From an optimization exercise on the open Yosys and OpenROAD flow, aimed at small area, a short achievable clock period and few clock cycles; shortcuts taken in it are not production practice.
In this exercise RTL edits were held to simulation tests only and were not proved equivalent to the original.
Power figures rest on the tool's default switching activity, not on a simulated workload.

--- flow/config.mk ---
export PLATFORM = sky130hd
export DESIGN_NAME = gcd
export DESIGN_NICKNAME = gcd
export VERILOG_FILES = /design/flow/design.v
export SDC_FILE = /design/flow/constraint.sdc
export NUM_CORES = 4
export LEC_CHECK = 0
export CAP_MARGIN = 20
export CORE_MARGIN = 2
export CORE_UTILIZATION = 40
export SLEW_MARGIN = 20
--- flow/constraint.sdc ---
create_clock -name core_clock -period 4.5 [get_ports {clk}]
set_input_delay 0.9000 -clock core_clock [delete_from_list [all_inputs] [get_ports {clk}]]
set_output_delay 0.9000 -clock core_clock [all_outputs]
set_load 0.01 [all_outputs]
--- flow/design.v ---
module  mux3to1  #(parameter width = 8)
				 (input [width-1:0] a,b,c,
				  input [1:0] sel,
				  output reg [width-1:0] out); 									
	always @(a,b,c,sel) begin 
		case (sel)
			0: out = a;
			1: out = b;
			2: out = c;
			default: out = 0;
		endcase			
	end
endmodule
`timescale 1ns/1ns
module reg_module #(parameter width = 8)
				  (input clk, en,
				   input [width-1:0] in,
				   output reg [width-1:0] out);
	always @(posedge clk) begin
		if (en) begin
			out <= in;
		end	
	end
endmodule
`timescale 1ns/1ns
module datapath #(parameter width = 8) 
				(input clk, rst, en_a, en_b,
				 input [width-1:0] a, b,
				 input [1:0] sel_a,
				 input sel_b,
				 output b_zero, a_lt_b,
				 output [width-1:0] result);
	wire [width-1:0] reg_a_out, reg_b_out, a_mux_out, b_mux_out, sub_out;
	mux3to1 #(width) mux_A (a, sub_out, reg_b_out, sel_a, a_mux_out);
	reg_module #(width) reg_a (clk, en_a, a_mux_out, reg_a_out);
	reg_module #(width) reg_b (clk, en_b, b_mux_out, reg_b_out);
	assign b_zero = (reg_b_out == 0);
	assign a_lt_b = (reg_a_out < reg_b_out);
	assign b_mux_out = sel_b ? reg_a_out : b;
	assign sub_out = (reg_a_out - reg_b_out);
	assign result = reg_a_out;
endmodule	
`timescale 1ns/1ns
module controller (input start, clk, rst, a_lt_b, b_zero,
				   output reg b_sel, a_en, b_en, ready,
				   output reg [1:0] a_sel);
	parameter [1:0] reset = 0, load = 1, comp = 2, done = 3;
	reg [1:0] current_state, next_state;
	always @(current_state, start, b_zero) begin :combinational
		case (current_state) 
			reset: begin
				if (start == 1) next_state = load;
				else next_state = reset;
			end	
			load: begin
				if (start == 0) next_state = comp;
				else next_state = load;
			end				
			comp: begin
				if (b_zero == 1) next_state = done;
				else next_state = comp;
			end	
			done: begin
				next_state = reset;
			end	
			default: next_state = reset;
		endcase
	end
	always @(current_state, a_lt_b, b_zero)
	begin :outputting
		a_en = 0;
		b_en = 0;
		ready = 0;
		a_sel = 0;
		b_sel = 0;
		case (current_state)
			reset: begin 
				a_en = 0;
				b_en = 0;
				b_sel = 0;
				a_sel = 0;
			end
			load: begin 
				a_en = 1;
				b_en = 1;
				b_sel = 0;
				a_sel = 0;
			end			
			comp: begin
				if (a_lt_b == 1) begin
					a_en = 1;
					b_en = 1;
					a_sel = 2;	 
					b_sel = 1;
				end	
				else if (!b_zero) begin
					a_sel = 1;
					a_en = 1;
				end	
			end	
			done: ready = 1;
			default: begin
				ready = 0;
				a_en = 0;
				b_en = 0;
				a_sel = 0;
				b_sel = 0;
			end
		endcase
	end
	always @(posedge clk) begin :sequential
		if (~rst)
			current_state <= reset;
		else
			current_state <= next_state;
	end	
endmodule
`timescale 1ns/1ns
module gcd #(parameter width = 32)
		  (input [width-1:0] a, b,
		   input clk, start, rst,
		   output ready,
		   output [width-1:0] result);
	wire en_a, en_b, sel_b, a_lt_b, b_zero;
	wire [1:0] sel_a;
	datapath #(width) datapath_instance (clk, rst, en_a, en_b, a, b, sel_a, sel_b, b_zero, a_lt_b, result); 
	controller controller_instance (start, clk, rst, a_lt_b, b_zero, sel_b, en_a, en_b, ready, sel_a);
endmodule	
--- flow/run.sh ---
#!/bin/bash
# synth_recipe.tcl (not shown) runs the flow's synth.tcl, then flattens the netlist and writes it again
# the make line also repeats each setting of config.mk as NAME=value (left out here)
make -C /OpenROAD-flow-scripts/flow DESIGN_CONFIG=/design/flow/config.mk WORK_HOME=/design/flow/orfs CLKGATE_MAP_FILE= SYNTH_SCRIPT=/design/flow/synth_recipe.tcl finish
==> qor.yml <==
status: "complete, no violations"
port_buffers: 99
reg2reg_to: "datapath_instance.reg_a.out[20]$_DFFE_PP_"
design_area_um2: 6484
clockRootBuffer: "clkbuf_16"
dp_slack_ns: 0.6066
dr.first_iter.drc_count: 323
grt_overflow: 0
dieArea_um2: 13690
drt_wl_total_um: 14900
reg2reg_from: "datapath_instance.reg_a.out[0]$_DFFE_PP_"
start_kind: "register"
antenna_left: 0
drive_gt1_share_pct: 7.425
cts_buffers: 9
cap_violations: 0
cts_resized: 0
cp.required_ns: 4.53
tns_ns: 0
async_flop_share_pct: 0
dp.final_hpwl_um: 11220
path_class: "reg2reg"
ioPinCount: 100
drc_errors: 0
crit_start: "datapath_instance.reg_a.out[0]$_DFFE_PP_"
post_cts_buffers: 0
syn_inst: 533
synth_top_area_share_pct: 37.64
cts_hold_buffers: 0
core_area_um2: 12520
insertion_delay_ns: 0.34
cp-end-kind: "register"
yosysTopAreaCell: "edfxtp_1"
gp_congestion: 0.9264
synth_flop_cell: "edfxtp_1"
synth-edff-count: 64
path_clk_slew_ns: 0.06
diodes: 0
grtUsageTotal_pct: 22.80
row_count: 41
yosysMostFrequentCell: "edfxtp_1"
setup_slack_ns: 0.5974
whs_ns: 0.6122
synth-seq-cells: 66
r2r_slack_ns: 0.60
routedWlPerCell_um: 18.50
layout_min_cycle_time_ns: 3.903
syn_nets: 638
endpoint: "datapath_instance.reg_a.out[20]$_DFFE_PP_"
cp_data_arrival_time_ns: 3.93
start_util_pct: 40.79
post-route-period-util_pct: 86.72
finalHoldViolations: 0
min_path_type: "reg2reg"
synth_area_per_cell_um2: 9.580
rsz0062_at_grt: "false"
setup_viol: 0
fp.dieW_um: 117.0
fin_nets: 733
hp-start: "datapath_instance.reg_a.out[27]$_DFFE_PP_"
syn_to_final_growth_pct: 26.98
netlist_area_um2: 5106
cts.sinks: 66
ys_top_cells_by_area: "edfxtp_1 38%, ha_1 9.1%, a21oi_1 5.1%"
slew_viol_final: 0
viasPerCell: 5.632
place_area_um2: 6221
grt_pass1_vias: 4407
yosys_warnings: 3
fmaxAchievable_mhz: 256.2
die_h_um: 117.0
reg2reg_depth: 12
vias: 4534
leakagePower_uw: 0.002499
powerDensity_nw_per_um2: 298.0
worst_pin_slew_ns: 1.046
ys_seq_area_share_pct: 38.42
yosysUniqueCellTypes: 69
grt_pass1_wl_um: 23270
critical_path.max_fanout: 17
grt_start_max_net_pins: 32
relSlewSlack_pct: 30.25
ys_top_cells_by_count: "64 x edfxtp_1, 52 x a21oi_1, 45 x inv_1, 42 x nor2_1, 37 x ha_1"
post-route-util_pct: 51.80
first_pass_iters: 4
cts_tree: "done"
cts_buffer_depth: 2
finClkSkew_ns: 0.006416
antenna_found_initial: 0
htree_num_levels: 3
vdd_drop_max_uv: 225.1
## sequential cells by signal (all words and copies together) (netlist names), named ones only
register,cells
datapath_instance.reg_a.out,32
controller_instance.current_state,1
datapath_instance.reg_b.out,32
## final cells by class
cell class / count / area [µm²]
clock buffer: 10 / 229.0
clock inverter: 6 / 33.78
fill: 1217 / 6033
inverter: 45 / 168.9
multi-input combinational: 399 / 2824
sequential: 66 / 1962
tap: 172 / 215.2
timing repair buffer: 107 / 1051
## critical path: stages (launching register included)
cell and delay (ns):
edfxtp_1 0.38, inv_1 0.10, ha_1 0.19, fa_1 0.22, nand2b_1 0.15, a21oi_2 0.07, o41a_1 0.46, and3_1 0.23
o31ai_2 0.29, and2_1 0.44, o21ai_0 0.20, o21ai_2 0.43, buf_4 0.41
## worst min path at each step
| stage | end | depth (start not counted) |
|---|---|---|
| after floorplan | datapath_instance.reg_a.out[27]$_DFFE_PP_ | 2 |
| after global placement | register | 2 |
| after detailed placement | datapath_instance.reg_b.out[4]$_DFFE_PP_ | 1 |
| after CTS | datapath_instance.reg_b.out[27]$_DFFE_PP_ | 1 |
| after global routing | datapath_instance.reg_b.out[3]$_DFFE_PP_ | 1 |
| final | datapath_instance.reg_b.out[27]$_DFFE_PP_ | 1 |
## report_power, final
part / internal [µW] / switching (µW)
Clock: 367 / 268
Combinational: 247 / 289
Sequential: 726 / 34.0
Total: 1340 / 591
## placed cells by master, fill, tap and decap left out, drive strengths merged, types with 10 or more instances in the layout
| master | netlist | layout |
|---|---|---|
| nand2 | 34 | 34 |
| o21ai | 28 | 28 |
| nor4 | 11 | 11 |
| clkbuf | 13 | 10 |
| a21o | 15 | 15 |
| edfxtp | 64 | 64 |
| clkdlybuf4s50 | 0 | 99 |
| nand4 | 10 | 10 |
| a21oi | 54 | 54 |
| o22ai | 20 | 20 |
| inv | 45 | 45 |
| mux2 | 30 | 30 |
| ha | 37 | 37 |
| nor2 | 44 | 44 |
| xnor2 | 14 | 14 |
## per-layer routing
metal	global-route usage (%)	vias to the layer above	routed length (µm)
met5	0	-	0
met4	9.490	0	374
met3	4.274	25	819
met2	35.99	158	6723
met1	30.88	2163	6978
li1	-	2188	-
## through the flow
stage | instances | total power, µW
2_1_floorplan | 533 | 1122
3_3_place_gp | 789 | 1299
3_5_place_dp | 789 | 1303
4_1_cts | 805 | 1946
5_1_grt | 805 | 2038
6_report | 805 | 1932
## kinds of logic (layout without fill, tap and decap cells)
kind of cell,after synthesis,after routing,share of synthesized area (%)
xor gates and xnor gates,23,23,3.945
AOI/OAI and AO/OA,167,167,21.22
adders and majority gates,38,38,9.458
buffers and inverters,68,168,6.420
DFF,66,66,38.42
muxes,30,30,6.616
and+or+nand+nor,141,141,13.92
Testbench counts, summed over its fixed seeds: cycles 451,120.

-- static timing again, ports no longer ideal --
The results above use ideal ports. As a check the final layout listed here was re-extracted and re-timed, cells and wires unchanged.
Step 1 sets driving cells, clkbuf_16 on the clock port and buf_2 on the other inputs (assumed; they add their load-dependent delay and slew).
Step 2 also shifts input and output timing later by t, the mid clock arrival at the registers, as if the neighbouring blocks saw the same clock.
a / b / c = ideal / step 1 / step 2; a / b = the first two.
t, ns: 0.382
slack for setup (ns): 0.597 / 0.597 / 0.597
hold WS [ns]: 0.612 / 0.612 / 0.612
cell pins on the clock port's net: 1
After both steps this run still meets setup and hold. For this run, drivers alone change the setup slack by 0.000 ns; drivers and shift together by 0.000 ns.
